From an optimization exercise on the open Yosys and OpenROAD flow, aimed at small area and a short achievable clock period; shortcuts taken in it are not production practice.
Only simulation tests tie the RTL to the original design; equivalence was not proved.

### flow/flow/run.sh
#!/bin/bash
# Standard ORFS layout (the standard.sh), with changes to how it is made only:
#  - port buffers: buf_1 on inputs, buf_2 on outputs (flow/ports.tcl) instead of
#    the resizer's default pick (a slow delay buffer);
#  - timing repair aims at a setup margin below the clock period, so paths are
#    repaired toward the period the design can reach rather than only to 21 ns.
# Synthesis is the standard one, unchanged. Each tool's log stays under orfs/logs;
# make's own output goes to make_*.log here.
set -euo pipefail
here=$(pwd)
bash standard.sh synth > make_synth.log 2>&1
export DONT_BUFFER_PORTS=1
export PRE_GLOBAL_PLACE_TCL=$here/flow/ports.tcl
export SETUP_SLACK_MARGIN=15.75
bash standard.sh > make_layout.log 2>&1
### flow/flow/ports.tcl
# Port buffers (sourced before global placement, in place of ORFS's own
# buffer_ports call): every input and output port still gets a buffer.
buffer_ports -inputs -buffer_cell sky130_fd_sc_hd__buf_1
buffer_ports -outputs -buffer_cell sky130_fd_sc_hd__buf_2
### flow/standard.sh
#!/bin/bash
# synth_recipe.tcl (not shown) runs the flow's synth.tcl, then flattens the netlist and writes it again
# the make line also repeats each setting of config.mk as NAME=value (left out here)
make -C /OpenROAD-flow-scripts/flow DESIGN_CONFIG=/design/flow/config.mk WORK_HOME=/design/flow/orfs CLKGATE_MAP_FILE= SYNTH_SCRIPT=/design/flow/synth_recipe.tcl "${@:-finish}"
### flow/config.mk
export PLATFORM = sky130hd
export DESIGN_NAME = nn
export DESIGN_NICKNAME = nn
export VERILOG_FILES = /design/flow/design.v
export SDC_FILE = /design/flow/constraint.sdc
export NUM_CORES = 4
export LEC_CHECK = 0
export CAP_MARGIN = 20
export CORE_MARGIN = 2
export CORE_UTILIZATION = 70
export CTS_BUF_LIST = sky130_fd_sc_hd__clkbuf_8
export CTS_CLUSTER_DIAMETER = 100
export CTS_CLUSTER_SIZE = 40
export SLEW_MARGIN = 20
export SYNTH_HIERARCHICAL = 1
### flow/constraint.sdc
create_clock -name core_clock -period 21.0 [get_ports {clk}]
set_input_delay 4.2000 -clock core_clock [delete_from_list [all_inputs] [get_ports {clk}]]
set_output_delay 4.2000 -clock core_clock [all_outputs]
set_load 0.01 [all_outputs]
### flow/design.v
module nn #(parameter SIZE = 32) (
    input [SIZE-1:0] input_1,
    input [SIZE-1:0] input_2,
    input clk,
    input resetn,
    input enable,
    output [SIZE-1:0] final_output,
    output reg total_ovf,
    output reg total_zero,
    output [2:0] ovf_fsm_stage,
    output [2:0] zero_fsm_stage
);
    localparam [4:0] S_PRE = 5'd0, S_IN = 5'd1, S_OUT = 5'd2, S_POST = 5'd3,
                     S_IDLE = 5'd4, S_DEACT = 5'd8, S_LOAD = 5'd15;
    reg [4:0] st, nst;
    reg is_pre;          
    reg is_idle;         
    reg [28:0] fo_hi;    
    reg fo_2;            
    reg fo_lo;           
    assign final_output = {fo_hi, fo_2, fo_lo, fo_lo};
    reg [2:0] ostg_n, zstg_n;
    assign ovf_fsm_stage = ~ostg_n;
    assign zero_fsm_stage = ~zstg_n;
    reg [4:0] nst0, nst1;
    always @(*) begin
        case (st)
            S_DEACT: begin nst0 = S_DEACT; nst1 = fo_2 ? S_PRE : S_LOAD; end
            S_IDLE:  begin nst0 = S_DEACT; nst1 = S_PRE; end
            S_PRE:   begin nst0 = S_IN;    nst1 = S_IN; end
            S_IN:    begin nst0 = S_OUT;   nst1 = S_OUT; end
            S_OUT:   begin nst0 = S_POST;  nst1 = S_POST; end
            S_POST:  begin nst0 = S_IDLE;  nst1 = S_IDLE; end
            default: begin nst0 = st + 5'd1; nst1 = st + 5'd1; end
        endcase
    end
    always @(*) nst = enable ? nst1 : nst0;
    wire pre0 = (nst0 == S_PRE), pre1 = (nst1 == S_PRE);
    always @(posedge clk or negedge resetn)
        if (!resetn) begin
            st <= S_DEACT;
            is_pre <= 1'b0;
            is_idle <= 1'b0;
        end else begin
            st <= nst;
            is_pre <= enable ? pre1 : pre0;
            is_idle <= (st == S_POST);
        end
    reg signed [29:0] X;
    reg signed [30:0] Y;
    reg zxy;
    wire zin, zpre;
    nn_zdet ZD (.a(input_1[31:2]), .b(input_2[31:1]), .en(is_pre), .z(zin), .zen(zpre));
    always @(posedge clk) begin
        zxy <= zin;
        if (is_pre) begin
            X <= input_1[31:2];
            Y <= input_2[31:1];
        end
    end
    wire x3, y3, x4, y4, xq, yq;
    assign x3 = (~X[29] | (X[28] | (X[27] & (X[26] | (X[25] & (X[24] | (X[23] & (X[22] | (X[21] & (X[20] | (X[19] & (X[18] | (X[17] & (X[16] | (X[15] & (X[14] | (X[13] & (X[12] | (X[11] & (X[10] | (X[9] & (X[8] | (X[7] & (X[6] | (X[5] & (X[4] | (X[3] & (X[2] & (X[1] | (X[0] | 1'b1))))))))))))))))))))))))))))))
        & (X[29] | (~X[28] | (~X[27] & (~X[26] | (~X[25] & (~X[24] | (~X[23] & (~X[22] | (~X[21] & (~X[20] | (~X[19] & (~X[18] | (~X[17] & (~X[16] | (~X[15] & (~X[14] | (~X[13] & (~X[12] | (~X[11] & (~X[10] | (~X[9] & (~X[8] | (~X[7] & (~X[6] | (~X[5] & (~X[4] | (~X[3] & (~X[2] | (~X[1] & (~X[0] | 1'b1))))))))))))))))))))))))))))));
    assign y3 = (~Y[30] | (Y[29] & (Y[28] | (Y[27] | (Y[26] & (Y[25] & (Y[24] | (Y[23] | (Y[22] & (Y[21] & (Y[20] | (Y[19] | (Y[18] & (Y[17] & (Y[16] | (Y[15] | (Y[14] & (Y[13] & (Y[12] | (Y[11] | (Y[10] & (Y[9] & (Y[8] | (Y[7] | (Y[6] & (Y[5] & (Y[4] | (Y[3] | (Y[2] & (Y[1] & (Y[0] & 1'b1)))))))))))))))))))))))))))))))
        & (Y[30] | (~Y[29] & (~Y[28] | (~Y[27] | (~Y[26] & (~Y[25] & (~Y[24] | (~Y[23] | (~Y[22] & (~Y[21] & (~Y[20] | (~Y[19] | (~Y[18] & (~Y[17] & (~Y[16] | (~Y[15] | (~Y[14] & (~Y[13] & (~Y[12] | (~Y[11] | (~Y[10] & (~Y[9] & (~Y[8] | (~Y[7] | (~Y[6] & (~Y[5] & (~Y[4] | (~Y[3] | (~Y[2] & (~Y[1] & (~Y[0] | 1'b1)))))))))))))))))))))))))))))));
    assign x4 = (~X[29] | (X[28] & (X[27] & (X[26] & (X[25] | (X[24] & (X[23] | (X[22] & (X[21] | (X[20] & (X[19] | (X[18] & (X[17] | (X[16] & (X[15] | (X[14] & (X[13] | (X[12] & (X[11] | (X[10] & (X[9] | (X[8] & (X[7] | (X[6] & (X[5] | (X[4] & (X[3] | (X[2] & (X[1] & (X[0] | 1'b1))))))))))))))))))))))))))))))
        & (X[29] | (~X[28] & (~X[27] & (~X[26] & (~X[25] | (~X[24] & (~X[23] | (~X[22] & (~X[21] | (~X[20] & (~X[19] | (~X[18] & (~X[17] | (~X[16] & (~X[15] | (~X[14] & (~X[13] | (~X[12] & (~X[11] | (~X[10] & (~X[9] | (~X[8] & (~X[7] | (~X[6] & (~X[5] | (~X[4] & (~X[3] | (~X[2] & (~X[1] | (~X[0] | 1'b1))))))))))))))))))))))))))))));
    assign y4 = (~Y[30] | (Y[29] & (Y[28] & (Y[27] & (Y[26] & (Y[25] | (Y[24] & (Y[23] | (Y[22] & (Y[21] & (Y[20] & (Y[19] | (Y[18] | (Y[17] | (Y[16] | (Y[15] & (Y[14] | (Y[13] & (Y[12] | (Y[11] | (Y[10] | (Y[9] & (Y[8] & (Y[7] & (Y[6] & (Y[5] | (Y[4] & (Y[3] & (Y[2] | (Y[1] | (Y[0] | 1'b1)))))))))))))))))))))))))))))))
        & (Y[30] | (~Y[29] & (~Y[28] & (~Y[27] & (~Y[26] & (~Y[25] | (~Y[24] & (~Y[23] | (~Y[22] & (~Y[21] & (~Y[20] & (~Y[19] | (~Y[18] | (~Y[17] | (~Y[16] | (~Y[15] & (~Y[14] | (~Y[13] & (~Y[12] | (~Y[11] | (~Y[10] | (~Y[9] & (~Y[8] & (~Y[7] & (~Y[6] & (~Y[5] | (~Y[4] & (~Y[3] | (~Y[2] & (~Y[1] & (~Y[0] | 1'b1)))))))))))))))))))))))))))))));
    assign xq = (~X[29] | (X[28] & (X[27] & (X[26] & (X[25] | (X[24] | (X[23] | (X[22] & (X[21] & (X[20] & (X[19] | (X[18] | (X[17] | (X[16] & (X[15] & (X[14] & (X[13] | (X[12] | (X[11] | (X[10] & (X[9] & (X[8] & (X[7] | (X[6] | (X[5] | (X[4] & (X[3] & (X[2] & (X[1] & (X[0] | 1'b1))))))))))))))))))))))))))))))
        & (X[29] | (~X[28] & (~X[27] & (~X[26] & (~X[25] | (~X[24] | (~X[23] | (~X[22] & (~X[21] & (~X[20] & (~X[19] | (~X[18] | (~X[17] | (~X[16] & (~X[15] & (~X[14] & (~X[13] | (~X[12] | (~X[11] | (~X[10] & (~X[9] & (~X[8] & (~X[7] | (~X[6] | (~X[5] | (~X[4] & (~X[3] & (~X[2] | (~X[1] & (~X[0] & 1'b1))))))))))))))))))))))))))))));
    assign yq = (~Y[30] | (Y[29] & (Y[28] & (Y[27] & (Y[26] | (Y[25] | (Y[24] & (Y[23] & (Y[22] | (Y[21] | (Y[20] & (Y[19] & (Y[18] | (Y[17] | (Y[16] & (Y[15] & (Y[14] | (Y[13] | (Y[12] & (Y[11] & (Y[10] | (Y[9] | (Y[8] & (Y[7] & (Y[6] | (Y[5] | (Y[4] & (Y[3] & (Y[2] | (Y[1] & (Y[0] & 1'b1)))))))))))))))))))))))))))))))
        & (Y[30] | (~Y[29] & (~Y[28] & (~Y[27] & (~Y[26] | (~Y[25] | (~Y[24] & (~Y[23] & (~Y[22] | (~Y[21] | (~Y[20] & (~Y[19] & (~Y[18] | (~Y[17] | (~Y[16] & (~Y[15] & (~Y[14] | (~Y[13] | (~Y[12] & (~Y[11] & (~Y[10] | (~Y[9] | (~Y[8] & (~Y[7] & (~Y[6] | (~Y[5] | (~Y[4] & (~Y[3] & (~Y[2] | (~Y[1] | (~Y[0] | 1'b1)))))))))))))))))))))))))))))));
    wire [26:0] xs = X[26:0];
    wire [27:0] yv = Y[27:0];
    wire [31:0] ssum;             
    wire [31:29] vsum;
    wire ok32 = (ssum[31:30] == 2'b00) || (ssum[31:30] == 2'b11);   
    wire ok30 = (ssum[31:28] == 4'h0) || (ssum[31:28] == 4'hf);     
    wire v_ok = (vsum[31:29] == 3'b000) || (vsum[31:29] == 3'b111);
    reg qovf, qzero, ok32r, ok30r, n3;
    wire ovf3 = ~(x3 & y3);
    wire quirk = ostg_n[2];    
    wire ovf4 = quirk ? qovf : ~(x4 & y4 & ok32r);
    wire zero4 = quirk & qzero;         
    wire ovf5 = total_ovf | ~ok30r;
    always @(posedge clk) begin
        ok32r <= ok32;
        ok30r <= ok30;
    end
    always @(posedge clk or negedge resetn) begin
        if (!resetn) begin
            total_ovf <= 1'b0;
            ostg_n <= 3'd0;
        end else begin
            case (st)
                S_DEACT: if (enable) begin
                    total_ovf <= 1'b0; ostg_n <= 3'd0;
                end
                S_IN:   if (ovf3) begin total_ovf <= 1'b1; ostg_n <= ~3'd3; end
                S_OUT:  if (ovf4) begin total_ovf <= 1'b1; ostg_n <= ~3'd4; end
                S_POST: if (ovf5) begin total_ovf <= 1'b1; ostg_n <= ~3'd5; end
                default: ;
            endcase
        end
    end
    reg tz_o;
    reg [2:0] zs_o;
    always @(*) begin
        tz_o = total_zero;
        zs_o = zstg_n;
        case (st)
            S_DEACT: if (enable) begin tz_o = 1'b0; zs_o = 3'd0; end
            S_IN:    if (!ovf3 && zxy) begin tz_o = 1'b1; zs_o = ~3'd3; end
            S_OUT:   if (!ovf4 && zero4) begin tz_o = 1'b1; zs_o = ~3'd4; end
            default: ;
        endcase
    end
    always @(posedge clk or negedge resetn) begin
        if (!resetn) begin
            total_zero <= 1'b0;
            zstg_n <= 3'd0;
        end else begin
            total_zero <= zpre | tz_o;
            zstg_n <= zpre ? ~3'd2 : zs_o;
        end
    end
    always @(posedge clk or negedge resetn) begin
        if (!resetn) begin
            fo_hi <= 29'd0;
            fo_2 <= 1'b0;
            fo_lo <= 1'b0;
        end else if (st == S_POST) begin
            fo_2 <= 1'b1;
            fo_hi <= ovf5 ? {29{1'b1}} : ssum[28:0];
            fo_lo <= ovf5;
        end
    end
    always @(posedge clk)
        if (st == S_IN) n3 <= ~ovf3;
    always @(posedge clk or negedge resetn) begin
        if (!resetn) begin
            qovf <= 1'b0;
            qzero <= 1'b1;
        end else if (is_idle && n3) begin
            qovf <= ~(xq & yq & v_ok);
            qzero <= 1'b0;
        end
    end
  wire wS_1;
  wire wS_2;
  assign wS_1 = xs[0] ^ xs[1];
  assign wS_2 = xs[0] | xs[1];
  wire wS_3;
  wire wS_4;
  wS_fa uwS_3 (xs[1], xs[2], yv[1], wS_3, wS_4);
  wire wS_5;
  wire wS_6;
  assign wS_5 = xs[2] ^ xs[3];
  assign wS_6 = xs[2] | xs[3];
  wire wS_7;
  wire wS_8;
  wS_ha uwS_7 (yv[2], yv[3], wS_7, wS_8);
  wire wS_9;
  wire wS_10;
  assign wS_9 = xs[3] ^ xs[4];
  assign wS_10 = xs[3] | xs[4];
  wire wS_11;
  wire wS_12;
  wS_fa uwS_11 (yv[3], yv[4], yv[7], wS_11, wS_12);
  wire wS_13;
  wire wS_14;
  assign wS_13 = xs[4] ^ xs[5];
  assign wS_14 = xs[4] | xs[5];
  wire wS_15;
  wire wS_16;
  wS_fa uwS_15 (yv[4], yv[5], yv[8], wS_15, wS_16);
  wire wS_17;
  wire wS_18;
  assign wS_17 = xs[5] ^ xs[6];
  assign wS_18 = xs[5] | xs[6];
  wire wS_19;
  wire wS_20;
  wS_fa uwS_19 (yv[5], yv[6], yv[9], wS_19, wS_20);
  wire wS_21;
  wire wS_22;
  assign wS_21 = xs[6] ^ xs[7];
  assign wS_22 = xs[6] | xs[7];
  wire wS_23;
  wire wS_24;
  wS_fa uwS_23 (yv[6], yv[7], yv[10], wS_23, wS_24);
  wire wS_25;
  wire wS_26;
  assign wS_25 = xs[7] ^ xs[8];
  assign wS_26 = xs[7] | xs[8];
  wire wS_27;
  wire wS_28;
  wS_fa uwS_27 (yv[7], yv[8], yv[11], wS_27, wS_28);
  wire wS_29;
  wire wS_30;
  assign wS_29 = xs[8] ^ xs[9];
  assign wS_30 = xs[8] | xs[9];
  wire wS_31;
  wire wS_32;
  wS_fa uwS_31 (yv[8], yv[9], yv[12], wS_31, wS_32);
  wire wS_33;
  wire wS_34;
  assign wS_33 = xs[9] ^ xs[10];
  assign wS_34 = xs[9] | xs[10];
  wire wS_35;
  wire wS_36;
  wS_fa uwS_35 (yv[9], yv[10], yv[13], wS_35, wS_36);
  wire wS_37;
  wire wS_38;
  assign wS_37 = xs[10] ^ xs[11];
  assign wS_38 = xs[10] | xs[11];
  wire wS_39;
  wire wS_40;
  wS_fa uwS_39 (yv[10], yv[11], yv[14], wS_39, wS_40);
  wire wS_41;
  wire wS_42;
  assign wS_41 = xs[11] ^ xs[12];
  assign wS_42 = xs[11] | xs[12];
  wire wS_43;
  wire wS_44;
  wS_fa uwS_43 (yv[11], yv[12], yv[15], wS_43, wS_44);
  wire wS_45;
  wire wS_46;
  assign wS_45 = xs[12] ^ xs[13];
  assign wS_46 = xs[12] | xs[13];
  wire wS_47;
  wire wS_48;
  wS_fa uwS_47 (yv[12], yv[13], yv[16], wS_47, wS_48);
  wire wS_49;
  wire wS_50;
  assign wS_49 = xs[13] ^ xs[14];
  assign wS_50 = xs[13] | xs[14];
  wire wS_51;
  wire wS_52;
  wS_fa uwS_51 (yv[13], yv[14], yv[17], wS_51, wS_52);
  wire wS_53;
  wire wS_54;
  assign wS_53 = xs[14] ^ xs[15];
  assign wS_54 = xs[14] | xs[15];
  wire wS_55;
  wire wS_56;
  wS_fa uwS_55 (yv[14], yv[15], yv[18], wS_55, wS_56);
  wire wS_57;
  wire wS_58;
  assign wS_57 = xs[15] ^ xs[16];
  assign wS_58 = xs[15] | xs[16];
  wire wS_59;
  wire wS_60;
  wS_fa uwS_59 (yv[15], yv[16], yv[19], wS_59, wS_60);
  wire wS_61;
  wire wS_62;
  assign wS_61 = xs[16] ^ xs[17];
  assign wS_62 = xs[16] | xs[17];
  wire wS_63;
  wire wS_64;
  wS_fa uwS_63 (yv[16], yv[17], yv[20], wS_63, wS_64);
  wire wS_65;
  wire wS_66;
  assign wS_65 = xs[17] ^ xs[18];
  assign wS_66 = xs[17] | xs[18];
  wire wS_67;
  wire wS_68;
  wS_fa uwS_67 (yv[17], yv[18], yv[21], wS_67, wS_68);
  wire wS_69;
  wire wS_70;
  assign wS_69 = xs[18] ^ xs[19];
  assign wS_70 = xs[18] | xs[19];
  wire wS_71;
  wire wS_72;
  wS_fa uwS_71 (yv[18], yv[19], yv[22], wS_71, wS_72);
  wire wS_73;
  wire wS_74;
  assign wS_73 = xs[19] ^ xs[20];
  assign wS_74 = xs[19] | xs[20];
  wire wS_75;
  wire wS_76;
  wS_fa uwS_75 (yv[19], yv[20], yv[23], wS_75, wS_76);
  wire wS_77;
  wire wS_78;
  assign wS_77 = xs[20] ^ xs[21];
  assign wS_78 = xs[20] | xs[21];
  wire wS_79;
  wire wS_80;
  wS_fa uwS_79 (yv[20], yv[21], yv[24], wS_79, wS_80);
  wire wS_81;
  wire wS_82;
  assign wS_81 = xs[21] ^ xs[22];
  assign wS_82 = xs[21] | xs[22];
  wire wS_83;
  wire wS_84;
  wS_fa uwS_83 (yv[21], yv[22], yv[25], wS_83, wS_84);
  wire wS_85;
  wire wS_86;
  assign wS_85 = xs[22] ^ xs[23];
  assign wS_86 = xs[22] | xs[23];
  wire wS_87;
  wire wS_88;
  wS_fa uwS_87 (yv[22], yv[23], yv[26], wS_87, wS_88);
  wire wS_89;
  wire wS_90;
  wS_fa uwS_89 (xs[23], xs[24], yv[23], wS_89, wS_90);
  wire wS_91;
  wire wS_92;
  assign wS_91 = yv[24] ^ yv[27];
  assign wS_92 = yv[24] & ~yv[27];
  wire wS_93;
  wire wS_94;
  assign wS_93 = xs[24] ^ xs[25];
  assign wS_94 = xs[24] | xs[25];
  wire wS_95;
  wire wS_96;
  wS_ha uwS_95 (yv[24], yv[25], wS_95, wS_96);
  wire wS_97;
  wire wS_98;
  wS_fa uwS_97 (xs[25], yv[25], yv[26], wS_97, wS_98);
  wire wS_99;
  wire wS_100;
  assign wS_99 = yv[26] ^ xs[26];
  assign wS_100 = yv[26] | ~xs[26];
  wire wS_101;
  wire wS_102;
  assign wS_101 = xs[0] ^ yv[0];
  assign wS_102 = xs[0] | yv[0];
  wire wS_103;
  wire wS_104;
  wS_fa uwS_103 (yv[0], yv[1], yv[4], wS_103, wS_104);
  wire wS_105;
  wire wS_106;
  wS_fa uwS_105 (yv[2], yv[5], wS_3, wS_105, wS_106);
  wire wS_107;
  wire wS_108;
  wS_fa uwS_107 (yv[6], wS_7, wS_4, wS_107, wS_108);
  wire wS_109;
  wire wS_110;
  wS_fa uwS_109 (wS_11, wS_6, wS_8, wS_109, wS_110);
  wire wS_111;
  wire wS_112;
  wS_fa uwS_111 (wS_15, wS_10, wS_12, wS_111, wS_112);
  wire wS_113;
  wire wS_114;
  wS_fa uwS_113 (wS_19, wS_14, wS_16, wS_113, wS_114);
  wire wS_115;
  wire wS_116;
  wS_fa uwS_115 (wS_23, wS_18, wS_20, wS_115, wS_116);
  wire wS_117;
  wire wS_118;
  wS_fa uwS_117 (wS_27, wS_22, wS_24, wS_117, wS_118);
  wire wS_119;
  wire wS_120;
  wS_fa uwS_119 (wS_31, wS_26, wS_28, wS_119, wS_120);
  wire wS_121;
  wire wS_122;
  wS_fa uwS_121 (wS_35, wS_30, wS_32, wS_121, wS_122);
  wire wS_123;
  wire wS_124;
  wS_fa uwS_123 (wS_39, wS_34, wS_36, wS_123, wS_124);
  wire wS_125;
  wire wS_126;
  wS_fa uwS_125 (wS_43, wS_38, wS_40, wS_125, wS_126);
  wire wS_127;
  wire wS_128;
  wS_fa uwS_127 (wS_47, wS_42, wS_44, wS_127, wS_128);
  wire wS_129;
  wire wS_130;
  wS_fa uwS_129 (wS_51, wS_46, wS_48, wS_129, wS_130);
  wire wS_131;
  wire wS_132;
  wS_fa uwS_131 (wS_55, wS_50, wS_52, wS_131, wS_132);
  wire wS_133;
  wire wS_134;
  wS_fa uwS_133 (wS_59, wS_54, wS_56, wS_133, wS_134);
  wire wS_135;
  wire wS_136;
  wS_fa uwS_135 (wS_63, wS_58, wS_60, wS_135, wS_136);
  wire wS_137;
  wire wS_138;
  wS_fa uwS_137 (wS_67, wS_62, wS_64, wS_137, wS_138);
  wire wS_139;
  wire wS_140;
  wS_fa uwS_139 (wS_71, wS_66, wS_68, wS_139, wS_140);
  wire wS_141;
  wire wS_142;
  wS_fa uwS_141 (wS_75, wS_70, wS_72, wS_141, wS_142);
  wire wS_143;
  wire wS_144;
  wS_fa uwS_143 (wS_79, wS_74, wS_76, wS_143, wS_144);
  wire wS_145;
  wire wS_146;
  wS_fa uwS_145 (wS_83, wS_78, wS_80, wS_145, wS_146);
  wire wS_147;
  wire wS_148;
  wS_fa uwS_147 (wS_87, wS_82, wS_84, wS_147, wS_148);
  wire wS_149;
  wire wS_150;
  wS_fa uwS_149 (wS_89, wS_86, wS_88, wS_149, wS_150);
  wire wS_151;
  wire wS_152;
  wS_fa uwS_151 (wS_95, wS_90, wS_92, wS_151, wS_152);
  wire wS_153;
  wire wS_154;
  wS_fa uwS_153 (wS_97, wS_94, wS_96, wS_153, wS_154);
  wire wS_155;
  wire wS_156;
  wS_ha uwS_155 (wS_99, wS_98, wS_155, wS_156);
  wire wS_157;
  wire wS_158;
  assign wS_157 = wS_100 ^ yv[27];
  assign wS_158 = wS_100 | ~yv[27];
  wire wS_159;
  wire wS_160;
  wS_ha uwS_159 (wS_103, wS_102, wS_159, wS_160);
  wire wS_161;
  wire wS_162;
  wS_fa uwS_161 (wS_2, wS_105, wS_104, wS_161, wS_162);
  wire wS_163;
  wire wS_164;
  wS_fa uwS_163 (wS_107, wS_106, ~wS_5, wS_163, wS_164);
  wire wS_165;
  wire wS_166;
  wS_fa uwS_165 (wS_109, wS_108, ~wS_9, wS_165, wS_166);
  wire wS_167;
  wire wS_168;
  wS_fa uwS_167 (wS_111, wS_110, ~wS_13, wS_167, wS_168);
  wire wS_169;
  wire wS_170;
  wS_fa uwS_169 (wS_113, wS_112, ~wS_17, wS_169, wS_170);
  wire wS_171;
  wire wS_172;
  wS_fa uwS_171 (wS_115, wS_114, ~wS_21, wS_171, wS_172);
  wire wS_173;
  wire wS_174;
  wS_fa uwS_173 (wS_117, wS_116, ~wS_25, wS_173, wS_174);
  wire wS_175;
  wire wS_176;
  wS_fa uwS_175 (wS_119, wS_118, ~wS_29, wS_175, wS_176);
  wire wS_177;
  wire wS_178;
  wS_fa uwS_177 (wS_121, wS_120, ~wS_33, wS_177, wS_178);
  wire wS_179;
  wire wS_180;
  wS_fa uwS_179 (wS_123, wS_122, ~wS_37, wS_179, wS_180);
  wire wS_181;
  wire wS_182;
  wS_fa uwS_181 (wS_125, wS_124, ~wS_41, wS_181, wS_182);
  wire wS_183;
  wire wS_184;
  wS_fa uwS_183 (wS_127, wS_126, ~wS_45, wS_183, wS_184);
  wire wS_185;
  wire wS_186;
  wS_fa uwS_185 (wS_129, wS_128, ~wS_49, wS_185, wS_186);
  wire wS_187;
  wire wS_188;
  wS_fa uwS_187 (wS_131, wS_130, ~wS_53, wS_187, wS_188);
  wire wS_189;
  wire wS_190;
  wS_fa uwS_189 (wS_133, wS_132, ~wS_57, wS_189, wS_190);
  wire wS_191;
  wire wS_192;
  wS_fa uwS_191 (wS_135, wS_134, ~wS_61, wS_191, wS_192);
  wire wS_193;
  wire wS_194;
  wS_fa uwS_193 (wS_137, wS_136, ~wS_65, wS_193, wS_194);
  wire wS_195;
  wire wS_196;
  wS_fa uwS_195 (wS_139, wS_138, ~wS_69, wS_195, wS_196);
  wire wS_197;
  wire wS_198;
  wS_fa uwS_197 (wS_141, wS_140, ~wS_73, wS_197, wS_198);
  wire wS_199;
  wire wS_200;
  wS_fa uwS_199 (wS_143, wS_142, ~wS_77, wS_199, wS_200);
  wire wS_201;
  wire wS_202;
  wS_fa uwS_201 (wS_145, wS_144, ~wS_81, wS_201, wS_202);
  wire wS_203;
  wire wS_204;
  wS_fa uwS_203 (wS_147, wS_146, ~wS_85, wS_203, wS_204);
  wire wS_205;
  wire wS_206;
  wS_fa uwS_205 (wS_149, wS_148, ~wS_91, wS_205, wS_206);
  wire wS_207;
  wire wS_208;
  wS_fa uwS_207 (wS_151, wS_150, ~wS_93, wS_207, wS_208);
  wire wS_209;
  wire wS_210;
  wS_fa uwS_209 (wS_153, wS_152, ~xs[26], wS_209, wS_210);
  wire wS_211;
  wire wS_212;
  wS_fa uwS_211 (wS_155, wS_154, ~yv[27], wS_211, wS_212);
  wire wS_213;
  wire wS_214;
  wS_ha uwS_213 (wS_157, wS_156, wS_213, wS_214);
  wire [31:0] wS_a = {wS_213, wS_211, wS_209, wS_207, wS_205, wS_203, wS_201, wS_199, wS_197, wS_195, wS_193, wS_191, wS_189, wS_187, wS_185, wS_183, wS_181, wS_179, wS_177, wS_175, wS_173, wS_171, wS_169, wS_167, wS_165, wS_163, wS_161, ~wS_1, yv[3], yv[2], yv[1], yv[0]};
  wire [31:0] wS_b = {wS_212, wS_210, wS_208, wS_206, wS_204, wS_202, wS_200, wS_198, wS_196, wS_194, wS_192, wS_190, wS_188, wS_186, wS_184, wS_182, wS_180, wS_178, wS_176, wS_174, wS_172, wS_170, wS_168, wS_166, wS_164, wS_162, wS_160, wS_159, ~wS_101, 1'b1, 1'b1, 1'b0};
  wire [31:0] wS_p0 = wS_a ^ wS_b;
  wire [31:0] wS_g0 = wS_a & wS_b;
  wire wS_G0_1 = wS_g0[1] | (wS_p0[1] & wS_g0[0]);
  wire wS_P0_1 = wS_p0[1] & wS_p0[0];
  wire wS_G0_3 = wS_g0[3] | (wS_p0[3] & wS_g0[2]);
  wire wS_P0_3 = wS_p0[3] & wS_p0[2];
  wire wS_G0_5 = wS_g0[5] | (wS_p0[5] & wS_g0[4]);
  wire wS_P0_5 = wS_p0[5] & wS_p0[4];
  wire wS_G0_7 = wS_g0[7] | (wS_p0[7] & wS_g0[6]);
  wire wS_P0_7 = wS_p0[7] & wS_p0[6];
  wire wS_G0_9 = wS_g0[9] | (wS_p0[9] & wS_g0[8]);
  wire wS_P0_9 = wS_p0[9] & wS_p0[8];
  wire wS_G0_11 = wS_g0[11] | (wS_p0[11] & wS_g0[10]);
  wire wS_P0_11 = wS_p0[11] & wS_p0[10];
  wire wS_G0_13 = wS_g0[13] | (wS_p0[13] & wS_g0[12]);
  wire wS_P0_13 = wS_p0[13] & wS_p0[12];
  wire wS_G0_15 = wS_g0[15] | (wS_p0[15] & wS_g0[14]);
  wire wS_P0_15 = wS_p0[15] & wS_p0[14];
  wire wS_G0_17 = wS_g0[17] | (wS_p0[17] & wS_g0[16]);
  wire wS_P0_17 = wS_p0[17] & wS_p0[16];
  wire wS_G0_19 = wS_g0[19] | (wS_p0[19] & wS_g0[18]);
  wire wS_P0_19 = wS_p0[19] & wS_p0[18];
  wire wS_G0_21 = wS_g0[21] | (wS_p0[21] & wS_g0[20]);
  wire wS_P0_21 = wS_p0[21] & wS_p0[20];
  wire wS_G0_23 = wS_g0[23] | (wS_p0[23] & wS_g0[22]);
  wire wS_P0_23 = wS_p0[23] & wS_p0[22];
  wire wS_G0_25 = wS_g0[25] | (wS_p0[25] & wS_g0[24]);
  wire wS_P0_25 = wS_p0[25] & wS_p0[24];
  wire wS_G0_27 = wS_g0[27] | (wS_p0[27] & wS_g0[26]);
  wire wS_P0_27 = wS_p0[27] & wS_p0[26];
  wire wS_G0_29 = wS_g0[29] | (wS_p0[29] & wS_g0[28]);
  wire wS_P0_29 = wS_p0[29] & wS_p0[28];
  wire wS_G0_31 = wS_g0[31] | (wS_p0[31] & wS_g0[30]);
  wire wS_P0_31 = wS_p0[31] & wS_p0[30];
  wire wS_G1_3 = wS_G0_3 | (wS_P0_3 & wS_G0_1);
  wire wS_P1_3 = wS_P0_3 & wS_P0_1;
  wire wS_G1_7 = wS_G0_7 | (wS_P0_7 & wS_G0_5);
  wire wS_P1_7 = wS_P0_7 & wS_P0_5;
  wire wS_G1_11 = wS_G0_11 | (wS_P0_11 & wS_G0_9);
  wire wS_P1_11 = wS_P0_11 & wS_P0_9;
  wire wS_G1_15 = wS_G0_15 | (wS_P0_15 & wS_G0_13);
  wire wS_P1_15 = wS_P0_15 & wS_P0_13;
  wire wS_G1_19 = wS_G0_19 | (wS_P0_19 & wS_G0_17);
  wire wS_P1_19 = wS_P0_19 & wS_P0_17;
  wire wS_G1_23 = wS_G0_23 | (wS_P0_23 & wS_G0_21);
  wire wS_P1_23 = wS_P0_23 & wS_P0_21;
  wire wS_G1_27 = wS_G0_27 | (wS_P0_27 & wS_G0_25);
  wire wS_P1_27 = wS_P0_27 & wS_P0_25;
  wire wS_G1_31 = wS_G0_31 | (wS_P0_31 & wS_G0_29);
  wire wS_P1_31 = wS_P0_31 & wS_P0_29;
  wire wS_G2_7 = wS_G1_7 | (wS_P1_7 & wS_G1_3);
  wire wS_P2_7 = wS_P1_7 & wS_P1_3;
  wire wS_G2_15 = wS_G1_15 | (wS_P1_15 & wS_G1_11);
  wire wS_P2_15 = wS_P1_15 & wS_P1_11;
  wire wS_G2_23 = wS_G1_23 | (wS_P1_23 & wS_G1_19);
  wire wS_P2_23 = wS_P1_23 & wS_P1_19;
  wire wS_G2_31 = wS_G1_31 | (wS_P1_31 & wS_G1_27);
  wire wS_P2_31 = wS_P1_31 & wS_P1_27;
  wire wS_G3_15 = wS_G2_15 | (wS_P2_15 & wS_G2_7);
  wire wS_P3_15 = wS_P2_15 & wS_P2_7;
  wire wS_G3_31 = wS_G2_31 | (wS_P2_31 & wS_G2_23);
  wire wS_P3_31 = wS_P2_31 & wS_P2_23;
  wire wS_G4_31 = wS_G3_31 | (wS_P3_31 & wS_G3_15);
  wire wS_P4_31 = wS_P3_31 & wS_P3_15;
  wire wS_G5_23 = wS_G2_23 | (wS_P2_23 & wS_G3_15);
  wire wS_P5_23 = wS_P2_23 & wS_P3_15;
  wire wS_G6_11 = wS_G1_11 | (wS_P1_11 & wS_G2_7);
  wire wS_P6_11 = wS_P1_11 & wS_P2_7;
  wire wS_G6_19 = wS_G1_19 | (wS_P1_19 & wS_G3_15);
  wire wS_P6_19 = wS_P1_19 & wS_P3_15;
  wire wS_G6_27 = wS_G1_27 | (wS_P1_27 & wS_G5_23);
  wire wS_P6_27 = wS_P1_27 & wS_P5_23;
  wire wS_G7_5 = wS_G0_5 | (wS_P0_5 & wS_G1_3);
  wire wS_P7_5 = wS_P0_5 & wS_P1_3;
  wire wS_G7_9 = wS_G0_9 | (wS_P0_9 & wS_G2_7);
  wire wS_P7_9 = wS_P0_9 & wS_P2_7;
  wire wS_G7_13 = wS_G0_13 | (wS_P0_13 & wS_G6_11);
  wire wS_P7_13 = wS_P0_13 & wS_P6_11;
  wire wS_G7_17 = wS_G0_17 | (wS_P0_17 & wS_G3_15);
  wire wS_P7_17 = wS_P0_17 & wS_P3_15;
  wire wS_G7_21 = wS_G0_21 | (wS_P0_21 & wS_G6_19);
  wire wS_P7_21 = wS_P0_21 & wS_P6_19;
  wire wS_G7_25 = wS_G0_25 | (wS_P0_25 & wS_G5_23);
  wire wS_P7_25 = wS_P0_25 & wS_P5_23;
  wire wS_G7_29 = wS_G0_29 | (wS_P0_29 & wS_G6_27);
  wire wS_P7_29 = wS_P0_29 & wS_P6_27;
  wire wS_G8_2 = wS_g0[2] | (wS_p0[2] & wS_G0_1);
  wire wS_P8_2 = wS_p0[2] & wS_P0_1;
  wire wS_G8_4 = wS_g0[4] | (wS_p0[4] & wS_G1_3);
  wire wS_P8_4 = wS_p0[4] & wS_P1_3;
  wire wS_G8_6 = wS_g0[6] | (wS_p0[6] & wS_G7_5);
  wire wS_P8_6 = wS_p0[6] & wS_P7_5;
  wire wS_G8_8 = wS_g0[8] | (wS_p0[8] & wS_G2_7);
  wire wS_P8_8 = wS_p0[8] & wS_P2_7;
  wire wS_G8_10 = wS_g0[10] | (wS_p0[10] & wS_G7_9);
  wire wS_P8_10 = wS_p0[10] & wS_P7_9;
  wire wS_G8_12 = wS_g0[12] | (wS_p0[12] & wS_G6_11);
  wire wS_P8_12 = wS_p0[12] & wS_P6_11;
  wire wS_G8_14 = wS_g0[14] | (wS_p0[14] & wS_G7_13);
  wire wS_P8_14 = wS_p0[14] & wS_P7_13;
  wire wS_G8_16 = wS_g0[16] | (wS_p0[16] & wS_G3_15);
  wire wS_P8_16 = wS_p0[16] & wS_P3_15;
  wire wS_G8_18 = wS_g0[18] | (wS_p0[18] & wS_G7_17);
  wire wS_P8_18 = wS_p0[18] & wS_P7_17;
  wire wS_G8_20 = wS_g0[20] | (wS_p0[20] & wS_G6_19);
  wire wS_P8_20 = wS_p0[20] & wS_P6_19;
  wire wS_G8_22 = wS_g0[22] | (wS_p0[22] & wS_G7_21);
  wire wS_P8_22 = wS_p0[22] & wS_P7_21;
  wire wS_G8_24 = wS_g0[24] | (wS_p0[24] & wS_G5_23);
  wire wS_P8_24 = wS_p0[24] & wS_P5_23;
  wire wS_G8_26 = wS_g0[26] | (wS_p0[26] & wS_G7_25);
  wire wS_P8_26 = wS_p0[26] & wS_P7_25;
  wire wS_G8_28 = wS_g0[28] | (wS_p0[28] & wS_G6_27);
  wire wS_P8_28 = wS_p0[28] & wS_P6_27;
  wire wS_G8_30 = wS_g0[30] | (wS_p0[30] & wS_G7_29);
  wire wS_P8_30 = wS_p0[30] & wS_P7_29;
  wire [31:0] wsum_t;
  assign wsum_t[0] = wS_p0[0];
  assign wsum_t[1] = wS_p0[1] ^ wS_g0[0];
  assign wsum_t[2] = wS_p0[2] ^ wS_G0_1;
  assign wsum_t[3] = wS_p0[3] ^ wS_G8_2;
  assign wsum_t[4] = wS_p0[4] ^ wS_G1_3;
  assign wsum_t[5] = wS_p0[5] ^ wS_G8_4;
  assign wsum_t[6] = wS_p0[6] ^ wS_G7_5;
  assign wsum_t[7] = wS_p0[7] ^ wS_G8_6;
  assign wsum_t[8] = wS_p0[8] ^ wS_G2_7;
  assign wsum_t[9] = wS_p0[9] ^ wS_G8_8;
  assign wsum_t[10] = wS_p0[10] ^ wS_G7_9;
  assign wsum_t[11] = wS_p0[11] ^ wS_G8_10;
  assign wsum_t[12] = wS_p0[12] ^ wS_G6_11;
  assign wsum_t[13] = wS_p0[13] ^ wS_G8_12;
  assign wsum_t[14] = wS_p0[14] ^ wS_G7_13;
  assign wsum_t[15] = wS_p0[15] ^ wS_G8_14;
  assign wsum_t[16] = wS_p0[16] ^ wS_G3_15;
  assign wsum_t[17] = wS_p0[17] ^ wS_G8_16;
  assign wsum_t[18] = wS_p0[18] ^ wS_G7_17;
  assign wsum_t[19] = wS_p0[19] ^ wS_G8_18;
  assign wsum_t[20] = wS_p0[20] ^ wS_G6_19;
  assign wsum_t[21] = wS_p0[21] ^ wS_G8_20;
  assign wsum_t[22] = wS_p0[22] ^ wS_G7_21;
  assign wsum_t[23] = wS_p0[23] ^ wS_G8_22;
  assign wsum_t[24] = wS_p0[24] ^ wS_G5_23;
  assign wsum_t[25] = wS_p0[25] ^ wS_G8_24;
  assign wsum_t[26] = wS_p0[26] ^ wS_G7_25;
  assign wsum_t[27] = wS_p0[27] ^ wS_G8_26;
  assign wsum_t[28] = wS_p0[28] ^ wS_G6_27;
  assign wsum_t[29] = wS_p0[29] ^ wS_G8_28;
  assign wsum_t[30] = wS_p0[30] ^ wS_G7_29;
  assign wsum_t[31] = wS_p0[31] ^ wS_G8_30;
    assign ssum = wsum_t;
  wire vS_1;
  wire vS_2;
  assign vS_1 = xs[23] ^ xs[26];
  assign vS_2 = xs[23] | ~xs[26];
  wire vS_3;
  wire vS_4;
  vS_ha uvS_3 (xs[0], xs[3], vS_3, vS_4);
  wire vS_5;
  wire vS_6;
  vS_fa uvS_5 (xs[1], xs[4], ~yv[2], vS_5, vS_6);
  wire vS_7;
  wire vS_8;
  vS_fa uvS_7 (xs[2], xs[5], ~yv[3], vS_7, vS_8);
  wire vS_9;
  wire vS_10;
  vS_fa uvS_9 (xs[3], xs[6], ~yv[4], vS_9, vS_10);
  wire vS_11;
  wire vS_12;
  vS_fa uvS_11 (xs[4], xs[7], ~yv[5], vS_11, vS_12);
  wire vS_13;
  wire vS_14;
  vS_fa uvS_13 (xs[5], xs[8], ~yv[6], vS_13, vS_14);
  wire vS_15;
  wire vS_16;
  vS_fa uvS_15 (xs[6], xs[9], ~yv[7], vS_15, vS_16);
  wire vS_17;
  wire vS_18;
  vS_fa uvS_17 (xs[7], xs[10], ~yv[8], vS_17, vS_18);
  wire vS_19;
  wire vS_20;
  vS_fa uvS_19 (xs[8], xs[11], ~yv[9], vS_19, vS_20);
  wire vS_21;
  wire vS_22;
  vS_fa uvS_21 (xs[9], xs[12], ~yv[10], vS_21, vS_22);
  wire vS_23;
  wire vS_24;
  vS_fa uvS_23 (xs[10], xs[13], ~yv[11], vS_23, vS_24);
  wire vS_25;
  wire vS_26;
  vS_fa uvS_25 (xs[11], xs[14], ~yv[12], vS_25, vS_26);
  wire vS_27;
  wire vS_28;
  vS_fa uvS_27 (xs[12], xs[15], ~yv[13], vS_27, vS_28);
  wire vS_29;
  wire vS_30;
  vS_fa uvS_29 (xs[13], xs[16], ~yv[14], vS_29, vS_30);
  wire vS_31;
  wire vS_32;
  vS_fa uvS_31 (xs[14], xs[17], ~yv[15], vS_31, vS_32);
  wire vS_33;
  wire vS_34;
  vS_fa uvS_33 (xs[15], xs[18], ~yv[16], vS_33, vS_34);
  wire vS_35;
  wire vS_36;
  vS_fa uvS_35 (xs[16], xs[19], ~yv[17], vS_35, vS_36);
  wire vS_37;
  wire vS_38;
  vS_fa uvS_37 (xs[17], xs[20], ~yv[18], vS_37, vS_38);
  wire vS_39;
  wire vS_40;
  vS_fa uvS_39 (xs[18], xs[21], ~yv[19], vS_39, vS_40);
  wire vS_41;
  wire vS_42;
  vS_fa uvS_41 (xs[19], xs[22], ~yv[20], vS_41, vS_42);
  wire vS_43;
  wire vS_44;
  vS_fa uvS_43 (xs[20], xs[23], ~yv[21], vS_43, vS_44);
  wire vS_45;
  wire vS_46;
  vS_fa uvS_45 (xs[21], xs[24], ~yv[22], vS_45, vS_46);
  wire vS_47;
  wire vS_48;
  vS_fa uvS_47 (xs[22], xs[25], ~yv[23], vS_47, vS_48);
  wire vS_49;
  wire vS_50;
  assign vS_49 = vS_1 ^ yv[24];
  assign vS_50 = vS_1 & ~yv[24];
  wire vS_51;
  wire vS_52;
  vS_fa uvS_51 (xs[24], yv[27], vS_2, vS_51, vS_52);
  wire vS_53;
  wire vS_54;
  assign vS_53 = xs[25] ^ yv[26];
  assign vS_54 = xs[25] | ~yv[26];
  wire vS_55;
  wire vS_56;
  assign vS_55 = yv[27] ^ xs[26];
  assign vS_56 = yv[27] | ~xs[26];
  wire vS_57;
  wire vS_58;
  assign vS_57 = xs[0] ^ yv[0];
  assign vS_58 = xs[0] | ~yv[0];
  wire vS_59;
  wire vS_60;
  assign vS_59 = xs[1] ^ yv[1];
  assign vS_60 = xs[1] | ~yv[1];
  wire vS_61;
  wire vS_62;
  vS_fa uvS_61 (~xs[2], yv[0], yv[2], vS_61, vS_62);
  wire vS_63;
  wire vS_64;
  vS_fa uvS_63 (~vS_3, yv[1], yv[3], vS_63, vS_64);
  wire vS_65;
  wire vS_66;
  vS_fa uvS_65 (vS_5, vS_4, ~yv[4], vS_65, vS_66);
  wire vS_67;
  wire vS_68;
  vS_fa uvS_67 (vS_7, vS_6, ~yv[5], vS_67, vS_68);
  wire vS_69;
  wire vS_70;
  vS_fa uvS_69 (vS_9, vS_8, ~yv[6], vS_69, vS_70);
  wire vS_71;
  wire vS_72;
  vS_fa uvS_71 (vS_11, vS_10, ~yv[7], vS_71, vS_72);
  wire vS_73;
  wire vS_74;
  vS_fa uvS_73 (vS_13, vS_12, ~yv[8], vS_73, vS_74);
  wire vS_75;
  wire vS_76;
  vS_fa uvS_75 (vS_15, vS_14, ~yv[9], vS_75, vS_76);
  wire vS_77;
  wire vS_78;
  vS_fa uvS_77 (vS_17, vS_16, ~yv[10], vS_77, vS_78);
  wire vS_79;
  wire vS_80;
  vS_fa uvS_79 (vS_19, vS_18, ~yv[11], vS_79, vS_80);
  wire vS_81;
  wire vS_82;
  vS_fa uvS_81 (vS_21, vS_20, ~yv[12], vS_81, vS_82);
  wire vS_83;
  wire vS_84;
  vS_fa uvS_83 (vS_23, vS_22, ~yv[13], vS_83, vS_84);
  wire vS_85;
  wire vS_86;
  vS_fa uvS_85 (vS_25, vS_24, ~yv[14], vS_85, vS_86);
  wire vS_87;
  wire vS_88;
  vS_fa uvS_87 (vS_27, vS_26, ~yv[15], vS_87, vS_88);
  wire vS_89;
  wire vS_90;
  vS_fa uvS_89 (vS_29, vS_28, ~yv[16], vS_89, vS_90);
  wire vS_91;
  wire vS_92;
  vS_fa uvS_91 (vS_31, vS_30, ~yv[17], vS_91, vS_92);
  wire vS_93;
  wire vS_94;
  vS_fa uvS_93 (vS_33, vS_32, ~yv[18], vS_93, vS_94);
  wire vS_95;
  wire vS_96;
  vS_fa uvS_95 (vS_35, vS_34, ~yv[19], vS_95, vS_96);
  wire vS_97;
  wire vS_98;
  vS_fa uvS_97 (vS_37, vS_36, ~yv[20], vS_97, vS_98);
  wire vS_99;
  wire vS_100;
  vS_fa uvS_99 (vS_39, vS_38, ~yv[21], vS_99, vS_100);
  wire vS_101;
  wire vS_102;
  vS_fa uvS_101 (vS_41, vS_40, ~yv[22], vS_101, vS_102);
  wire vS_103;
  wire vS_104;
  vS_fa uvS_103 (vS_43, vS_42, ~yv[23], vS_103, vS_104);
  wire vS_105;
  wire vS_106;
  vS_fa uvS_105 (vS_45, vS_44, ~yv[24], vS_105, vS_106);
  wire vS_107;
  wire vS_108;
  vS_fa uvS_107 (vS_47, vS_46, ~yv[25], vS_107, vS_108);
  wire vS_109;
  wire vS_110;
  vS_fa uvS_109 (~vS_48, yv[26], vS_49, vS_109, vS_110);
  wire vS_111;
  wire vS_112;
  vS_fa uvS_111 (vS_51, vS_50, ~yv[25], vS_111, vS_112);
  wire vS_113;
  wire vS_114;
  vS_ha uvS_113 (vS_53, vS_52, vS_113, vS_114);
  wire vS_115;
  wire vS_116;
  vS_ha uvS_115 (vS_55, vS_54, vS_115, vS_116);
  wire vS_c1 = (vS_57 & 1'b0) | (vS_57 & 1'b0) | (1'b0 & 1'b0);
  wire vS_c2 = (vS_59 & vS_58) | (vS_59 & vS_c1) | (vS_58 & vS_c1);
  wire vS_c3 = (~vS_61 & vS_60) | (~vS_61 & vS_c2) | (vS_60 & vS_c2);
  wire vS_c4 = (~vS_63 & ~vS_62) | (~vS_63 & vS_c3) | (~vS_62 & vS_c3);
  wire vS_c5 = (vS_65 & ~vS_64) | (vS_65 & vS_c4) | (~vS_64 & vS_c4);
  wire vS_c6 = (vS_67 & vS_66) | (vS_67 & vS_c5) | (vS_66 & vS_c5);
  wire vS_c7 = (vS_69 & vS_68) | (vS_69 & vS_c6) | (vS_68 & vS_c6);
  wire vS_c8 = (vS_71 & vS_70) | (vS_71 & vS_c7) | (vS_70 & vS_c7);
  reg vS_cr8;
  always @(posedge clk) vS_cr8 <= vS_c8;
  wire vS_c9 = (vS_73 & vS_72) | (vS_73 & vS_cr8) | (vS_72 & vS_cr8);
  wire vS_c10 = (vS_75 & vS_74) | (vS_75 & vS_c9) | (vS_74 & vS_c9);
  wire vS_c11 = (vS_77 & vS_76) | (vS_77 & vS_c10) | (vS_76 & vS_c10);
  wire vS_c12 = (vS_79 & vS_78) | (vS_79 & vS_c11) | (vS_78 & vS_c11);
  wire vS_c13 = (vS_81 & vS_80) | (vS_81 & vS_c12) | (vS_80 & vS_c12);
  wire vS_c14 = (vS_83 & vS_82) | (vS_83 & vS_c13) | (vS_82 & vS_c13);
  wire vS_c15 = (vS_85 & vS_84) | (vS_85 & vS_c14) | (vS_84 & vS_c14);
  wire vS_c16 = (vS_87 & vS_86) | (vS_87 & vS_c15) | (vS_86 & vS_c15);
  reg vS_cr16;
  always @(posedge clk) vS_cr16 <= vS_c16;
  wire vS_c17 = (vS_89 & vS_88) | (vS_89 & vS_cr16) | (vS_88 & vS_cr16);
  wire vS_c18 = (vS_91 & vS_90) | (vS_91 & vS_c17) | (vS_90 & vS_c17);
  wire vS_c19 = (vS_93 & vS_92) | (vS_93 & vS_c18) | (vS_92 & vS_c18);
  wire vS_c20 = (vS_95 & vS_94) | (vS_95 & vS_c19) | (vS_94 & vS_c19);
  wire vS_c21 = (vS_97 & vS_96) | (vS_97 & vS_c20) | (vS_96 & vS_c20);
  wire vS_c22 = (vS_99 & vS_98) | (vS_99 & vS_c21) | (vS_98 & vS_c21);
  wire vS_c23 = (vS_101 & vS_100) | (vS_101 & vS_c22) | (vS_100 & vS_c22);
  wire vS_c24 = (vS_103 & vS_102) | (vS_103 & vS_c23) | (vS_102 & vS_c23);
  reg vS_cr24;
  always @(posedge clk) vS_cr24 <= vS_c24;
  wire vS_c25 = (vS_105 & vS_104) | (vS_105 & vS_cr24) | (vS_104 & vS_cr24);
  wire vS_c26 = (vS_107 & vS_106) | (vS_107 & vS_c25) | (vS_106 & vS_c25);
  wire vS_c27 = (~vS_109 & vS_108) | (~vS_109 & vS_c26) | (vS_108 & vS_c26);
  wire vS_c28 = (vS_111 & ~vS_110) | (vS_111 & vS_c27) | (~vS_110 & vS_c27);
  wire vS_c29 = (vS_113 & vS_112) | (vS_113 & vS_c28) | (vS_112 & vS_c28);
  wire vS_s29 = vS_115 ^ vS_114 ^ vS_c29;
  wire vS_c30 = (vS_115 & vS_114) | (vS_115 & vS_c29) | (vS_114 & vS_c29);
  wire vS_s30 = vS_56 ^ vS_116 ^ vS_c30;
  wire vS_c31 = (vS_56 & vS_116) | (vS_56 & vS_c30) | (vS_116 & vS_c30);
  wire vS_s31 = 1'b1 ^ 1'b0 ^ vS_c31;
    assign vsum = {vS_s31, vS_s30, vS_s29};
endmodule
module nn_zdet(input [29:0] a, input [30:0] b, input en, output z, output zen);
  assign z = ~|a | ~|b;
  assign zen = en & z;
endmodule
module wS_fa(input a, input b, input c, output s, output co);
  assign s = a ^ b ^ c;
  assign co = (a & b) | (a & c) | (b & c);
endmodule
module wS_ha(input a, input b, output s, output co);
  assign s = a ^ b;
  assign co = a & b;
endmodule
module vS_fa(input a, input b, input c, output s, output co);
  assign s = a ^ b ^ c;
  assign co = (a & b) | (a & c) | (b & c);
endmodule
module vS_ha(input a, input b, output s, output co);
  assign s = a ^ b;
  assign co = a & b;
endmodule
==> reports/metrics.cfg, run 1 <==
[synth]
synth_cell_types=66
syn_inst=867
yosysTopAreaCell=fa_1
synthTopCellsByCount=fa_1, inv_1, ha_1
synthTopCellsByArea=fa_1, edfxtp_1, dfrtp_1
yosysSeqAreaShare_pct=32.1
synth_edf_count=62
netlist_area_sq_mm=0.00994
yosysWarnings=7
syn_nets=1149
synthArstFlopShare_pct=41.4
synth_top_area_share_pct=28.2
ys.flop_type=edfxtp_1
avgSynthCellArea_sq_um=11.5
yosysMostFrequentCell=fa_1
ys_seq_elements=116

[clock_network]
htree_levels=4
clk_latency_ps=460
cts_root_buf=clkbuf_8
clk_pin_slew_worst_paths_ps=90
tritoncts=yes
clk_path_buf_depth=2
numCtsBuffers=17
cts_hold_buf=0
clkSinkCount=116

[detailed_routing]
vias_per_cell=6.51
first_pass_iters=6
drtIter0Drc=640
drc=0
wl_mm=25.1
wl_per_cell_um=22.8
vias=7166
drtAntennaViolNets=0

[sta]
period_needed_ps=5220
rsz0062_at_grt=yes
fin_crit_sh_pct=24.8
maxSlewHeadroom_pct=40.5
fin_ws_ps=15780
tightest_slew_ps=887
setup_viol=0
final_max_slew_viol_count=0
final_hold_viol_count=0
timing.fmax_ghz=0.192
fin_worst_skew_ps=22.2
setup_tns_ps=0

[run]
cap_violations=0

[setup_path]
startpoint=Y[8]
cp-end-kind=flip-flop
crit_fanout=4
cp_common_cell=fa_1
cp_cell_sequence=buf_6, fa_1, fa_1, fa_1, ha_1, and2_1, a221oi_2, o21bai_1, a21oi_2, a31oi_4, a221o_1, a41oi_2, a211o_1, fa_2, xnor2_2, xor2_1, inv_1, ha_1, nand3_1, o21ai_0
cp_slowest_cell=fa_1
cp.required_ps=21330
crit_arrival_ps=5550
startpoint_type=flip-flop
critPathMaxStageDelay_ps=600
r2r-start=Y[8]
crit_family=adder cells
critical_path_class=reg -> reg
path_buf_inv=2

[min_path]
worst_hold_startpoint=qzero
worstHoldPathType=reg -> reg

[floorplanning]
core_area_sq_mm=0.0139
boundaryPins=107
die_y_um=123
fp.dieW_um=123
dieArea_sq_mm=0.0152
start_util_pct=71.6
num_rows=43

[placement]
routabilityCongestion=0.912
place_ws_ps=14900
portBuffers=103
hpwl_mm=18.5

[cells_and_area]
num-nets-final=1190
drive_above_1_share_pct=12.7
area_growth_syn_to_layout_pct=9.81
antenna-diode-count=0

[outcome]
status=timing/DRC/antenna clean

[global_routing]
grt_util_all_layers_pct=34.8
antenna_found_initial=0
grt_pass1_vias=7562
grt_pass1_wl_mm=39.0
grt_max_degree=63
grt-ovfl-total=0

-- area by class of cell --
| cell class | instances | area (sq um) |
|---|---|---|
| tap | 180 | 225 |
| clock inverter | 15 | 130 |
| clock buffer | 17 | 234 |
| fill | 815 | 2970 |
| sequential | 116 | 3190 |
| inverter | 143 | 537 |
| timing repair buffer | 33 | 255 |
| multi-input combinational | 597 | 6340 |
-- state kept, by name (all words and copies together), names as in the netlist --
register    cells
ok32r           1
qovf            1
total_zero      1
fo_hi          29
is_pre          1
fo_2            1
qzero           1
is_idle         1
ok30r           1
fo_lo           1
vS_cr16         1
ostg_n          3
st              5
zxy             1
n3              1
zstg_n          3
total_ovf       1
Y              31
X              30
vS_cr24         1
vS_cr8          1
-- per-module statistics from Yosys (local to each module, per instance) --
module / copies in the design / cells inside / flip-flops and latches / cell area [sq um]
wS_fa: 75 / 1 / 0 / 20.0
vS_ha: 3 / 1 / 0 / 12.5
nn_zdet: 1 / 22 / 0 / 146
nn: 1 / 713 / 116 / 7210
wS_ha: 5 / 1 / 0 / 12.5
vS_fa: 49 / 1 / 0 / 20.0
-- metrics by stage --
stage / cell area (sq um) / utilization, % / hold slack (ps) / instances
2_1_floorplan: 9960 / - / 473 / 867
3_3_place_gp: 10100 / 73.1 / 482 / 1037
3_5_place_dp: 10100 / 73.1 / 494 / 1037
4_1_cts: 10800 / 77.5 / 507 / 1092
5_1_grt: 10900 / 78.6 / 517 / 1101
6_report: 10900 / 78.6 / 506 / 1101
-- timing repair --
action,4_1_cts,5_1_grt
gates resized for setup,12,15
pin swaps,4,25
setup buffers,23,9
setup endpoints to repair,6,4
-- metal layers --
metal	global-route usage (%)	vias to the layer above	wire [um]
li1	-	3110	-
met1	46.7	3547	10200
met2	54.9	437	11800
met5	0	-	0
met3	10.9	72	2460
met4	10.7	0	672
-- placed cells by master (no fill, tap or decap), drive strengths merged, types with 5 or more instances in the layout --
cell    instances
a211oi          7
a21o            6
a21oi          52
a31oi           5
and2            5
and3            5
buf            33
clkbuf         17
clkinv          8
dfrtp          46
dfxtp           6
edfxtp         62
fa            140
ha             75
inv           146
maj3           17
nand2          24
nand2b          7
nand3          19
nand4          13
nor2           53
nor3           19
nor4           21
o211ai          8
o21a            5
o21ai          19
o221ai          6
o22a           13
o22ai           6
o31ai           5
xnor2          17
-- final timing paths --
check / slack (ps) / cells past startpoint / to
max reg2reg: 15780 / 20 / ok30r
min in group asynchronous: 3420 / 0 / fo_hi[0]
min: 510 / 1 / qzero
max: 15780 / 20 / ok30r
min reg2reg: 510 / 1 / qzero
max in group asynchronous: 17370 / 0 / st[3]
-- logic make-up after synthesis --
| kind of cell | share of synthesized area (%) |
|---|---|
| DFF | 32.1 |
| adders and majority gates | 39.5 |
| muxes | 0.302 |
| and+or+nand+nor | 8.88 |
| buffers and inverters | 5.93 |
| AOI/OAI and AO/OA | 11.5 |
| xor gates and xnor gates | 1.76 |
-- worst reg2reg max path: stages, from the launching register on --
cell      delay [ps]
edfxtp_1         540
buf_6            190
fa_1             450
fa_1             470
fa_1             600
ha_1             260
and2_1           190
a221oi_2         270
o21bai_1         120
a21oi_2          210
a31oi_4          110
a221o_1          380
a41oi_2          200
a211o_1          170
fa_2             220
xnor2_2          120
xor2_1           200
inv_1             60
ha_1             180
nand3_1           70
o21ai_0           80
==> run 2, diff against run 1 <==
--- a/flow/config.mk
+++ b/flow/config.mk
@@ -8,5 +8,5 @@
 export CAP_MARGIN = 20
 export CORE_MARGIN = 2
-export CORE_UTILIZATION = 70
+export CORE_UTILIZATION = 50
 export CTS_BUF_LIST = sky130_fd_sc_hd__clkbuf_8
 export CTS_CLUSTER_DIAMETER = 100
==> reports/metrics.cfg, run 2 <==
[outcome]
status=timing/DRC/antenna clean

[sta]
setup_tns_ps=0
period_needed_ps=5340
tightest_slew_ps=902
rsz0062_at_grt=yes
timing.fmax_ghz=0.187
setup_viol=0
fin_worst_skew_ps=22.3
final_max_slew_viol_count=0
final_hold_viol_count=0
maxSlewHeadroom_pct=39.5
fin_crit_sh_pct=25.4

[cells_and_area]
finalNonFillerCells=1194
area_growth_syn_to_layout_pct=11.5
layout_common_cells=inv_1, fa_1, ha_1
largest_register_ffs=31
reg_top3=Y x31, X x30, fo_hi x29
final_common_cell=inv_1
drive_above_1_share_pct=13.2
num-nets-final=1198
regMostFlops=Y
antenna-diode-count=0

[setup_path]
cp-end-kind=flip-flop
critical_path_class=reg -> reg
crit_arrival_ps=5680
crit_fanout=4
startpoint_type=flip-flop
rrSetupSlack_ps=15660
cp.required_ps=21340

[synth]
synth_top_family_by_area=adder cells
ys.flop_type=edfxtp_1
synth_cell_types=66
avgSynthCellArea_sq_um=11.5
synth_compound_area_share_pct=11.5
synthTopCellsByCount=fa_1, inv_1, ha_1
yosys.area_share.xor_xnor_pct=1.76
syn_inst=867
ys_seq_elements=116
yosysSeqAreaShare_pct=32.1
synthMuxAreaShare_pct=0.302
synthTopCellsByArea=fa_1, edfxtp_1, dfrtp_1
yosysMostFrequentCell=fa_1
synthArstFlopShare_pct=41.4
synth_edf_count=62
yosysWarnings=7
yosysTopAreaCell=fa_1
synthAdderAreaFrac_pct=39.5
syn_nets=1149
synth_top_area_share_pct=28.2
yosys.area_share.simple_pct=8.88
netlist_area_sq_mm=0.00994

[global_routing]
grt_pass1_vias=7247
grt_max_degree=63
grt_pass1_wl_mm=39.4
grt_util_all_layers_pct=24.0
antenna_found_initial=0
grt-ovfl-total=0

[clock_network]
numCtsBuffers=17
tritoncts=yes
clkSinkCount=116
clk_path_buf_depth=2
clk_pin_slew_worst_paths_ps=70
cts_hold_buf=0
htree_levels=4
cts_root_buf=clkbuf_8
clk_latency_ps=450

[detailed_routing]
drtIter0Drc=518
vias_per_cell=5.81
wl_mm=24.1
drc=0
first_pass_iters=7
vias=6935
wl_per_cell_um=20.2
drtAntennaViolNets=0

[run]
cap_violations=0

[floorplanning]
core_area_sq_mm=0.0195
num_rows=51
fp.dieW_um=145
start_util_pct=51.1
boundaryPins=107
die_y_um=145
dieArea_sq_mm=0.0210

[placement]
portBuffers=103
dp_cells=1122
routabilityCongestion=0.899
hpwl_mm=18.6

[min_path]
worstHoldPathType=reg -> reg

==> run 2: cell counts after synthesis <==
No cell type changed its count.
==> run 2: Yosys stat by module (local to each module, per instance) <==
module   flip-flops and latches  copies in the design  cells inside
vS_ha                         0                     3             1
nn_zdet                       0                     1            22
nn                          116                     1           713
vS_fa                         0                    49             1
wS_ha                         0                     5             1
wS_fa                         0                    75             1
==> run 2: path summary, 6_finish.rpt <==
check / startpoint / to / depth (start not counted)
min in group asynchronous: resetn / fo_hi[10] / 0
worst max register to register: Y[8] / ok32r / 19
worst max-delay path: Y[8] / ok32r / 19
worst min register to register: qzero / qzero / 1
worst min-delay path: qzero / qzero / 1
max in group asynchronous: resetn / qzero / 0
==> run 2: area by class of cell <==
| class | count | area [sq um] |
|---|---|---|
| sequential | 116 | 3190 |
| clock buffer | 17 | 234 |
| fill | 1647 | 8390 |
| clock inverter | 15 | 115 |
| multi-input combinational | 597 | 6350 |
| timing repair buffer | 41 | 323 |
| inverter | 143 | 537 |
| tap | 265 | 332 |
==> run 2: cells by family after synthesis <==
| family | Yosys count |
|---|---|
| XOR/XNOR | 20 |
| buffers and inverters | 154 |
| adder cells (fa/ha/maj) | 232 |
| flip-flops | 116 |
| multiplexers | 3 |
| AO/OA/AOI/OAI | 165 |
| AND/OR/NAND/NOR | 177 |
==> run 2: what timing repair did <==
item,in CTS,in global routing
endpoints found under the hold margin,0,0
pin swaps,28,18
resized for setup,24,7
buffers inserted,25,15
setup endpoints to repair,7,4
==> run 2: per-layer routing <==
layer / GRT usage, % / up-vias / wire length (um)
li1: - / 3134 / -
met1: 35.9 / 3468 / 11200
met2: 35.0 / 295 / 10600
met3: 5.28 / 38 / 1830
met4: 7.67 / 0 / 518
met5: 0 / - / 0
==> run 2: critical path, stage by stage (launching register included) <==
cell and delay (ps):
edfxtp_1 500, buf_4 190, fa_1 550, fa_1 440, fa_1 530, ha_4 310, o21a_1 150, o2111ai_2 120
o22ai_2 230, nand2_2 110, a31oi_4 210, a221o_1 220, a41oi_2 150, a211o_1 300, fa_2 370, xnor2_2 180
xor2_1 230, inv_1 70, ha_2 310, inv_1 40
==> run 2: through the flow <==
stage / setup WS [ps] / util [%] / cell area (sq um) / hold slack, ps
final: 15660 / 56.9 / 11100 / 498
after global routing: 15460 / 56.9 / 11100 / 504
after CTS: 15680 / 56.3 / 10900 / 501
after detailed placement: 14770 / 52.7 / 10200 / 490
after global placement: 14830 / 52.7 / 10200 / 483
after floorplan: 15750 / - / 9960 / 473

[re-timing with driven ports]
In the flow no input, the clock included, has a driving cell. The finished layouts below were timed again as built, in two steps.
Step 1 sets driving cells, clkbuf_16 on the clock port and buf_2 on the other inputs (assumed; they add their load-dependent delay and slew).
Step 2 moves the port delays by t, midway between the first and last clock arrival at a register: inputs arrive t later, outputs are due t later. That takes back most of the time a late clock gives input paths.
Slacks: ideal / step 1 / step 2; pairs: ideal / step 1.
run | shift t [ns] | setup WS [ns] | worst setup path at the end
run 1 | 0.490 | 15.783 / 15.761 / 15.335 | input to register
run 2 | 0.487 | 15.662 / 15.662 / 15.336 | input to register
After both steps every run listed still meets setup and hold. For run 1, which loses most, drivers alone change the setup slack by -0.022 ns; drivers and shift together by -0.448 ns.
